Context: an optimization exercise on an open-source flow, tuned for small area and a short achievable clock period. The choices shown serve that exercise and are no tape-out recipe.
Function was checked by simulation only, so behaviour that the tests miss may differ from the original.

## QPSK_Symbol_Timing_Sync_Top
module QPSK_Symbol_Timing_Sync_Top #(
    parameter DATA_WIDTH   = 16,
    parameter MU_WIDTH     = 10,
    parameter MU_FRAC      = 9,
    parameter COEFF_WIDTH  = 16,
    parameter ACC_WIDTH    = 32
)(
    input  wire                         clk,
    input  wire                         rst,
    input  wire signed [DATA_WIDTH-1:0] I_in,
    input  wire signed [DATA_WIDTH-1:0] Q_in,
    output wire signed [DATA_WIDTH-1:0] I_out,
    output wire signed [DATA_WIDTH-1:0] Q_out,
    output reg                          valid_out
);
==> flow/config.mk <==
export PLATFORM = sky130hd
export DESIGN_NAME = QPSK_Symbol_Timing_Sync_Top
export DESIGN_NICKNAME = QPSK_Symbol_Timing_Sync_Top
export VERILOG_FILES = /design/flow/design.v
export SDC_FILE = /design/flow/constraint.sdc
export NUM_CORES = 4
export LEC_CHECK = 0
export ABC_AREA = 1
export CAP_MARGIN = 0
export CORE_MARGIN = 2
export CORE_UTILIZATION = 40
export CTS_BUF_LIST = sky130_fd_sc_hd__clkbuf_8
export CTS_CLUSTER_SIZE = 20
export SLEW_MARGIN = 0
==> flow/constraint.sdc <==
create_clock -name core_clock -period 14.0 [get_ports {clk}]
set_input_delay 2.8000 -clock core_clock [delete_from_list [all_inputs] [get_ports {clk}]]
set_output_delay 2.8000 -clock core_clock [all_outputs]
set_load 0.01 [all_outputs]
standard.sh (not shown) runs the stock make flow with config.mk's settings and CLKGATE_MAP_FILE= SYNTH_SCRIPT=/design/flow/synth_recipe.tcl, a recipe that flattens the netlist after the stock synthesis.
==> flow/flow/run.sh <==
#!/bin/bash
# Standard synthesis, then the standard layout with plain buffers on the
# ports and timing repair aimed at a shorter period than the clock (the
# constraints themselves are unchanged).
set -euo pipefail
bash standard.sh synth > synth.log 2>&1
export BUFFER_PORTS_ARGS="-buffer_cell sky130_fd_sc_hd__buf_2"
bash standard.sh SETUP_SLACK_MARGIN=9.8 finish > layout.log 2>&1
Change:
Settings changed: CTS_BUF_LIST sky130_fd_sc_hd__clkbuf_8 to not set, CTS_CLUSTER_SIZE 20 to not set.
Final cell count shrinks by about 0.9%; synthesized area stays the same; non-clock buffer count climbs by 3; critical path depth is unchanged.
Change:
Settings changed: ABC_AREA 1 to 0, CAP_MARGIN 0 to 20, SLEW_MARGIN 0 to 20.
Outcome:
- final cell count drops by about 12%
- sequential share of layout area grows by 0.10 points
- sequential cell count stays the same
- synthesized cell count decreases by 14%
- first-iteration DRC count shrinks by about 10%
- fmax falls by about 13%
- synthesized area went down by about 0.9%

Starting RTL as in the previous note.
Settings: LEC_CHECK=0, ABC_AREA=1, CAP_MARGIN=0, CORE_MARGIN=2, CORE_UTILIZATION=40, SLEW_MARGIN=0; clock period 14.0 ns.
==> flow/flow/run.sh <==
#!/bin/bash
# Standard synthesis, then the standard layout with plain buffers on the
# ports and timing repair aimed at a shorter period than the clock (the
# constraints themselves are unchanged).
set -euo pipefail
bash standard.sh synth > synth.log 2>&1
export BUFFER_PORTS_ARGS="-buffer_cell sky130_fd_sc_hd__buf_2"
bash standard.sh SETUP_SLACK_MARGIN=9.8 REMOVE_ABC_BUFFERS=1 finish > layout.log 2>&1
The starting point finished with timing, DRC and antenna clean.
Edit:
--- a/flow/flow/run.sh
+++ b/flow/flow/run.sh
@@ -6,3 +6,3 @@
 bash standard.sh synth > synth.log 2>&1
 export BUFFER_PORTS_ARGS="-buffer_cell sky130_fd_sc_hd__buf_2"
-bash standard.sh SETUP_SLACK_MARGIN=9.8 REMOVE_ABC_BUFFERS=1 finish > layout.log 2>&1
+bash standard.sh SETUP_SLACK_MARGIN=9.8 finish > layout.log 2>&1
--- a/flow/config.mk
+++ b/flow/config.mk
@@ -7,6 +7,6 @@
 export LEC_CHECK = 0
 export ABC_AREA = 1
-export CAP_MARGIN = 0
+export CAP_MARGIN = 20
 export CORE_MARGIN = 2
 export CORE_UTILIZATION = 40
-export SLEW_MARGIN = 0
+export SLEW_MARGIN = 20
- global-route usage hardly moves
Edit:
--- a/flow/flow/run.sh
+++ b/flow/flow/run.sh
@@ -6,3 +6,3 @@
 bash standard.sh synth > synth.log 2>&1
 export BUFFER_PORTS_ARGS="-buffer_cell sky130_fd_sc_hd__buf_2"
-bash standard.sh SETUP_SLACK_MARGIN=9.8 finish > layout.log 2>&1
+bash standard.sh SETUP_SLACK_MARGIN=9.8 SKIP_GATE_CLONING=1 finish > layout.log 2>&1
--- a/flow/config.mk
+++ b/flow/config.mk
@@ -7,6 +7,6 @@
 export LEC_CHECK = 0
 export ABC_AREA = 1
-export CAP_MARGIN = 20
+export CAP_MARGIN = 0
 export CORE_MARGIN = 2
 export CORE_UTILIZATION = 40
-export SLEW_MARGIN = 20
+export SLEW_MARGIN = 0
=> The changed run ran to the end with no violations; die area is unchanged; final area stays flat; maximum frequency hardly moves.
Edit:
--- a/flow/flow/run.sh
+++ b/flow/flow/run.sh
@@ -6,3 +6,3 @@
 bash standard.sh synth > synth.log 2>&1
 export BUFFER_PORTS_ARGS="-buffer_cell sky130_fd_sc_hd__buf_2"
-bash standard.sh SETUP_SLACK_MARGIN=9.8 SKIP_GATE_CLONING=1 finish > layout.log 2>&1
+bash standard.sh SETUP_SLACK_MARGIN=9.9 finish > layout.log 2>&1
Flip-flop and latch count does not change.
Hold slack is about the same.
Register-to-register slack stays flat.
Die area does not change.

-- port drivers added, routing unchanged --
The flow's constraints put no driver on any port. The routed layouts listed below were extracted and timed again, unchanged, in two steps. Step 1 sets driving cells, clkbuf_16 on the clock port and buf_2 on the other inputs (assumed; they add their load-dependent delay and slew). Step 2 adds t to the input delays and takes it off the output delays; t is the mean of the earliest and latest rising clock arrival at the registers after step 1. Input paths then give back, and output paths get back, about the clock's delay inside the block. a / b / c = ideal ports / drivers / drivers and shift; a / b = the first two.
run | t (ns) | slack for setup (ns) | worst setup path at the end
the first run of note 1 | 0.732 | 9.828 / 9.768 / 9.350 | input to register
the second run of note 1 | 0.647 | 9.907 / 9.843 / 9.380 | input to register
the third run of note 1 | 0.640 | 9.319 / 9.319 / 8.850 | input to register
the first run of note 2 | 0.663 | 9.851 / 9.851 / 9.347 | input to register
the second run of note 2 | 0.649 | 9.914 / 9.858 / 9.367 | input to register
the third run of note 2 | 0.649 | 9.916 / 9.866 / 9.369 | input to register
the fourth run of note 2 | 0.659 | 9.915 / 9.850 / 9.408 | input to register
After both steps setup and hold are still met in every run listed.
